This is an optimization exercise on Yosys and OpenROAD, whose aim is small area, a short achievable clock period and few clock cycles, not a production implementation. No activity file was given, so power comes from the tool's default toggle rates.

==> flow/design.v <==
package rv32cpu_type;
    typedef struct packed {
        logic   [31:0]      pc;
        logic   [31:0]      ir;
        logic   [1:0]       br_predicted;
    } instr_queue_entry_t;
    typedef struct packed {
        logic               valid;
        logic               rd_valid;
        logic               regf_we;
        logic   [4:0]       rd_s;
        logic   [31:0]      rd_v;
        logic   [31:0]      pc;
        logic               br;
        logic   [1:0]       br_predicted;
        logic               br_actual;
    } rob_entry_t;
    typedef struct packed {
        logic               valid;
        logic   [31:0]      rd_v;
        logic   [4:0]       rob_id;
    } cdb_entry_t;
    typedef struct packed {
        logic               valid;
        logic               br_en;
        logic               jalr;
        logic   [31:0]      pc_jalr;
        logic   [4:0]       rob_id;
    } br_entry_t;
    typedef struct packed {
        logic   [31:0]          inst;
        logic                   valid;  
        logic   [31:0]          pc;
        logic   [4:0]           ard_s;  
        logic   [2:0]           funct3;
        logic   [31:0]          imm;
        logic   [2:0]           funct;  
        logic   [6:0]           funct7;
        logic   [4:0]           ars1_s;
        logic   [4:0]           ars2_s;
        logic   [31:0]          rs1_val;
        logic   [31:0]          rs2_val;
        logic                   regf_we;
    } decode_t;
    typedef struct packed {
        logic         valid;
        logic [2:0]   funct3;
        logic         funct7;
        logic         rs1_renamed; 
        logic [31:0]  rs1_data;
        logic         rs2_renamed; 
        logic [31:0]  rs2_data;
        logic   [4:0] rob_id;
    } rs_entry_t;
    typedef struct packed {
        logic         valid;
        logic         committed;
        logic         resolved;
        logic [2:0]   funct3;
        logic [3:0]   mask;
        logic         rs1_renamed; 
        logic [31:0]  rs1_data;
        logic         rs2_renamed; 
        logic [31:0]  rs2_data;
        logic [11:0]  imm;
        logic   [4:0] rob_id;
    } rs_store_entry_t;
    typedef struct packed {
        logic         valid;
        logic [2:0]   funct3;
        logic         rs1_renamed; 
        logic [31:0]  rs1_data;
        logic [11:0]  imm;
        logic         store_resolved;
        logic [3:0]   store_id;
        logic   [4:0] rob_id;
    } rs_load_entry_t;
    typedef struct packed {
        logic           valid;
        logic   [63:0]  order;
        logic   [31:0]  inst;
        logic   [4:0]   rs1_addr;
        logic   [4:0]   rs2_addr;
        logic           rs1_renamed;
        logic           rs2_renamed;
        logic   [31:0]  rs1_rdata;
        logic   [31:0]  rs2_rdata;
        logic           regf_we;
        logic   [4:0]   rd_addr;
        logic   [31:0]  rd_v;
        logic   [31:0]  pc_rdata;
        logic   [31:0]  pc_wdata;
        logic   [31:0]  mem_addr;
        logic   [3:0]   mem_rmask;
        logic   [3:0]   mem_wmask;
        logic   [31:0]  mem_rdata;
        logic   [31:0]  mem_wdata;
    } monitor_t;
    typedef enum logic [2:0] {
        op_f_alu     =3'b000,
        op_f_mult    =3'b001,
        op_f_div     =3'b010,
        op_f_br      =3'b011,
        op_f_load    =3'b100,
        op_f_store   =3'b101
    } funct_t;
    typedef enum logic [6:0] {
        op_b_lui       = 7'b0110111,  
        op_b_auipc     = 7'b0010111,  
        op_b_jal       = 7'b1101111,  
        op_b_jalr      = 7'b1100111,  
        op_b_br        = 7'b1100011,  
        op_b_load      = 7'b0000011,  
        op_b_store     = 7'b0100011,  
        op_b_imm       = 7'b0010011,  
        op_b_reg       = 7'b0110011   
    } rv32i_opcode;
    typedef enum logic [2:0] {
        arith_f3_add   = 3'b000,  
        arith_f3_sll   = 3'b001,
        arith_f3_slt   = 3'b010,
        arith_f3_sltu  = 3'b011,
        arith_f3_xor   = 3'b100,
        arith_f3_sr    = 3'b101,  
        arith_f3_or    = 3'b110,
        arith_f3_and   = 3'b111
    } arith_f3_t;
    typedef enum logic [2:0]{
        mul_f3_mul     = 3'b000,
        mul_f3_mulh    = 3'b001,  
        mul_f3_mulhsu  = 3'b010,  
        mul_f3_mulhu   = 3'b011,  
        mul_f3_div     = 3'b100,
        mul_f3_divu    = 3'b101,
        mul_f3_rem     = 3'b110,  
        mul_f3_remu    = 3'b111   
    } mul_div_f3_t;
    typedef enum logic [6:0] {
        base           = 7'b0000000,
        multiply       = 7'b0000001,
        variant        = 7'b0100000
    } funct7_t;
    typedef enum logic [2:0] {
        load_f3_lb     = 3'b000,
        load_f3_lh     = 3'b001,
        load_f3_lw     = 3'b010,
        load_f3_lbu    = 3'b100,
        load_f3_lhu    = 3'b101
    } load_f3_t;
    typedef enum logic [2:0] {
        store_f3_sb    = 3'b000,
        store_f3_sh    = 3'b001,
        store_f3_sw    = 3'b010
    } store_f3_t;
    typedef enum logic [2:0] {
        branch_f3_beq  = 3'b000,
        branch_f3_bne  = 3'b001,
        branch_f3_blt  = 3'b100,
        branch_f3_bge  = 3'b101,
        branch_f3_bltu = 3'b110,
        branch_f3_bgeu = 3'b111
    } branch_f3_t;
    typedef enum logic [2:0] {
        alu_op_add     = 3'b000,
        alu_op_sll     = 3'b001,
        alu_op_sra     = 3'b010,
        alu_op_sub     = 3'b011,
        alu_op_xor     = 3'b100,
        alu_op_srl     = 3'b101,
        alu_op_or      = 3'b110,
        alu_op_and     = 3'b111
    } alu_ops;
    typedef union packed {
        logic [31:0] word;
        struct packed {
            logic [11:0] i_imm;
            logic [4:0]  rs1;
            logic [2:0]  funct3;
            logic [4:0]  rd;
            rv32i_opcode opcode;
        } i_type;
        struct packed {
            logic [6:0]  funct7;
            logic [4:0]  rs2;
            logic [4:0]  rs1;
            logic [2:0]  funct3;
            logic [4:0]  rd;
            rv32i_opcode opcode;
        } r_type;
        struct packed {
            logic [11:5] imm_s_top;
            logic [4:0]  rs2;
            logic [4:0]  rs1;
            logic [2:0]  funct3;
            logic [4:0]  imm_s_bot;
            rv32i_opcode opcode;
        } s_type;
        struct packed {
            logic [31:25] imm_b_top;
            logic [4:0] rs2;
            logic [4:0] rs1;
            logic [2:0] funct3;
            logic [11:7] imm_b_bot;
            rv32i_opcode opcode;
        } b_type;
        struct packed {
            logic [31:12] imm;
            logic [4:0]   rd;
            rv32i_opcode  opcode;
        } j_type;
        struct packed {
            logic [31:12] imm;
            logic [4:0]   rd;
            rv32i_opcode  opcode;
        } u_type;                
    } instr_t;
endpackage
module alu32
(
    input   logic   [31:0]      a, b,
    input   logic   [2:0]       op_funct3,
    input   logic               op_funct7,
    output  logic   [31:0]      out
);
    logic        sub, left, arith;
    logic [31:0] bx, sum, sh_in, sh_out, sh_rev;
    logic        cout, lt, ltu;
    assign sub   = (op_funct3 == 3'b000) ? op_funct7 : op_funct3[1];
    assign bx    = b ^ {32{sub}};
    assign {cout, sum} = {1'b0, a} + {1'b0, bx} + {32'd0, sub};
    assign ltu   = ~cout;
    assign lt    = (a[31] ^ b[31]) ? a[31] : sum[31];
    assign left  = ~op_funct3[2];
    assign arith = op_funct7 & a[31];
    always_comb for (int i = 0; i < 32; i++) sh_in[i] = left ? a[31-i] : a[i];
    assign sh_out = $signed({arith & ~left, sh_in}) >>> b[4:0];
    always_comb for (int i = 0; i < 32; i++) sh_rev[i] = sh_out[31-i];
    always_comb begin
        case (op_funct3)
            3'b000: out = sum;
            3'b001: out = sh_rev;
            3'b010: out = {31'd0, lt};
            3'b011: out = {31'd0, ltu};
            3'b100: out = a ^ b;
            3'b101: out = sh_out;
            3'b110: out = a | b;
            default: out = a & b;
        endcase
    end
endmodule
module arithmetic_station
#(
    parameter N    = 2,      
    parameter AGE  = 0,      
    parameter SELF = 0       
)
(
    input  logic clk,
    input  logic rst,
    input  logic [1:0] enqueue,
    input  logic [151:0] data_in,
    input  logic [151:0] broadcast,
    output logic [75:0] data_out,
    output logic [1:0] full
);
    logic [N-1:0]        v, r1, r2, f7;
    logic [N-1:0][2:0]   f3;
    logic [N-1:0][31:0]  d1, d2;
    logic [N-1:0][4:0]   id;
    logic [N-1:0][N-1:0] older;      
    logic [N-1:0] rdy, g;
    always_comb begin
        rdy = v & ~r1 & ~r2;
        for (int i = 0; i < N; i++) begin
            g[i] = rdy[i];
            for (int j = 0; j < N; j++) if (j != i) begin
                if (AGE) begin
                    if (older[j][i]) g[i] = g[i] & ~rdy[j];
                end else if (j < i) g[i] = g[i] & ~rdy[j];
            end
        end
    end
    logic [31:0] a, b, y;
    logic [2:0]  op3;
    logic        op7;
    logic [4:0]  tag;
    always_comb begin
        a = '0; b = '0; op3 = '0; op7 = 1'b0; tag = '0;
        for (int i = 0; i < N; i++) begin
            a   = a   | ({32{g[i]}} & d1[i]);
            b   = b   | ({32{g[i]}} & d2[i]);
            op3 = op3 | ({3{g[i]}}  & f3[i]);
            op7 = op7 | (g[i] & f7[i]);
            tag = tag | ({5{g[i]}}  & id[i]);
        end
    end
    alu32 alu_0(.a(a), .b(b), .op_funct3(op3), .op_funct7(op7), .out(y));
    logic        qv;
    logic [31:0] qd;
    logic [4:0]  qt;
    always_ff @(posedge clk) begin
        if (rst) qv <= 1'b0;
        else     qv <= |g;
        qd <= y;
        qt <= tag;
    end
    assign data_out = {38'd0, qv, qd, qt};
    localparam NC = SELF ? 5 : 4;
    logic [NC-1:0]        cv;
    logic [NC-1:0][4:0]   ct;
    logic [NC-1:0][31:0]  cd;
    always_comb begin
        for (int j = 0; j < 4; j++) begin
            cv[j] = broadcast[38*j + 37];
            cd[j] = broadcast[38*j + 5 +: 32];
            ct[j] = broadcast[38*j +: 5];
        end
        if (SELF) begin
            cv[NC-1] = qv; cd[NC-1] = qd; ct[NC-1] = qt;
        end
    end
    logic [N-1:0] avail, e0, e1;
    logic         any0, any1;
    always_comb begin
        avail = ~v | g;
        any0 = 1'b0; any1 = 1'b0;
        for (int i = 0; i < N; i++) begin
            e0[i] = avail[i] & ~any0;
            e1[i] = avail[i] & any0 & ~any1;
            any1 = any1 | (avail[i] & any0);
            any0 = any0 | avail[i];
        end
    end
    assign full[0] = ~any0;
    assign full[1] = ~any1;
    logic [75:0] in0, in1;
    assign in0 = data_in[75:0];
    assign in1 = data_in[151:76];
    logic [N-1:0] we0, we1;
    assign we0 = enqueue[0] ? e0 : '0;
    assign we1 = enqueue[1] ? (enqueue[0] ? e1 : e0) : '0;
    always_ff @(posedge clk) begin
        for (int i = 0; i < N; i++) begin
            logic        m1, m2;
            logic [31:0] c1, c2;
            m1 = 1'b0; m2 = 1'b0; c1 = '0; c2 = '0;
            for (int j = 0; j < NC; j++) begin
                if (cv[j] && d1[i][4:0] == ct[j]) begin m1 = 1'b1; c1 = c1 | cd[j]; end
                if (cv[j] && d2[i][4:0] == ct[j]) begin m2 = 1'b1; c2 = c2 | cd[j]; end
            end
            if (we0[i]) begin
                f3[i] <= in0[74:72]; f7[i] <= in0[71]; id[i] <= in0[4:0];
                r1[i] <= in0[70]; d1[i] <= in0[69:38];
                r2[i] <= in0[37]; d2[i] <= in0[36:5];
            end else if (we1[i]) begin
                f3[i] <= in1[74:72]; f7[i] <= in1[71]; id[i] <= in1[4:0];
                r1[i] <= in1[70]; d1[i] <= in1[69:38];
                r2[i] <= in1[37]; d2[i] <= in1[36:5];
            end else begin
                if (r1[i] && m1) begin r1[i] <= 1'b0; d1[i] <= c1; end
                if (r2[i] && m2) begin r2[i] <= 1'b0; d2[i] <= c2; end
            end
            if (rst) v[i] <= 1'b0;
            else if (we0[i] || we1[i]) v[i] <= 1'b1;
            else if (g[i]) v[i] <= 1'b0;
            for (int j = 0; j < N; j++) begin
                if (we0[i] || we1[i]) older[i][j] <= we1[i] && we0[j];
                else if (we0[j] || we1[j]) older[i][j] <= 1'b1;
            end
        end
    end
endmodule
==> flow/config.mk <==
export PLATFORM = sky130hd
export DESIGN_NAME = arithmetic_station
export DESIGN_NICKNAME = arithmetic_station
export VERILOG_FILES = /design/flow/design.v
export SDC_FILE = /design/flow/constraint.sdc
export NUM_CORES = 4
export LEC_CHECK = 0
export CAP_MARGIN = 20
export CORE_MARGIN = 2
export CORE_UTILIZATION = 40
export PLACE_DENSITY = 0.6
export SETUP_SLACK_MARGIN = 5
export SLEW_MARGIN = 20
==> flow/constraint.sdc <==
create_clock -name core_clock -period 11.0 [get_ports {clk}]
set_input_delay 2.2000 -clock core_clock [delete_from_list [all_inputs] [get_ports {clk}]]
set_output_delay 2.2000 -clock core_clock [all_outputs]
set_load 0.01 [all_outputs]
run.sh (not shown) runs the stock make flow with config.mk's settings and CLKGATE_MAP_FILE= SYNTH_SCRIPT=/design/flow/synth_recipe.tcl, a recipe that flattens the netlist after the stock synthesis.
Change:
--- a/flow/design.v
+++ b/flow/design.v
@@ -251,5 +251,5 @@
 module arithmetic_station
 #(
-    parameter N    = 2,      
+    parameter N    = 1,      
     parameter AGE  = 0,      
     parameter SELF = 0       
The changed run completed without violations.
Count of clock-buffer cells in the layout came out higher by 2.
Design area came out lower by 25%.
Total power came out lower by about 36%.
Sequential share of layout area came out lower by 5.3 points.
Routed wire length came out lower by about 36%.
Final cell count came out lower by 22%.
Hold slack degrades by 0.020 ns.
Function was not checked in any run of this note: the RTL went through the layout flow alone.

[what the ideal ports hide]
The flow's constraints put no driver on any port. The routed layouts listed below were extracted and timed again, unchanged, in two steps.
Step 1 (the two cells are an assumption about what drives the block):
set clk [get_ports {clk}]
set_driving_cell -lib_cell sky130_fd_sc_hd__clkbuf_16 $clk
set_driving_cell -lib_cell sky130_fd_sc_hd__buf_2 [delete_from_list [all_inputs] $clk]
Step 2 also shifts input and output timing later by t, the mid clock arrival at the registers, as if the neighbouring blocks saw the same clock.
Slacks: ideal / step 1 / step 2; pairs: ideal / step 1.
run | shift t [ns] | slack for setup (ns) | clock arrival spread, ns | slew at the worst register clock pin (ns) | worst slew at a driven data input, ns
the first run | 0.542 | 5.156 / 5.156 / 5.156 | 0.018 / 0.018 | 0.08 / 0.08 | 0.13
the second run | 0.498 | 5.469 / 5.469 / 5.387 | 0.016 / 0.016 | 0.07 / 0.07 | 0.12
After both steps every run listed still meets setup and hold. For the second run, which loses most, drivers alone change the setup slack by 0.000 ns; drivers and shift together by -0.082 ns.
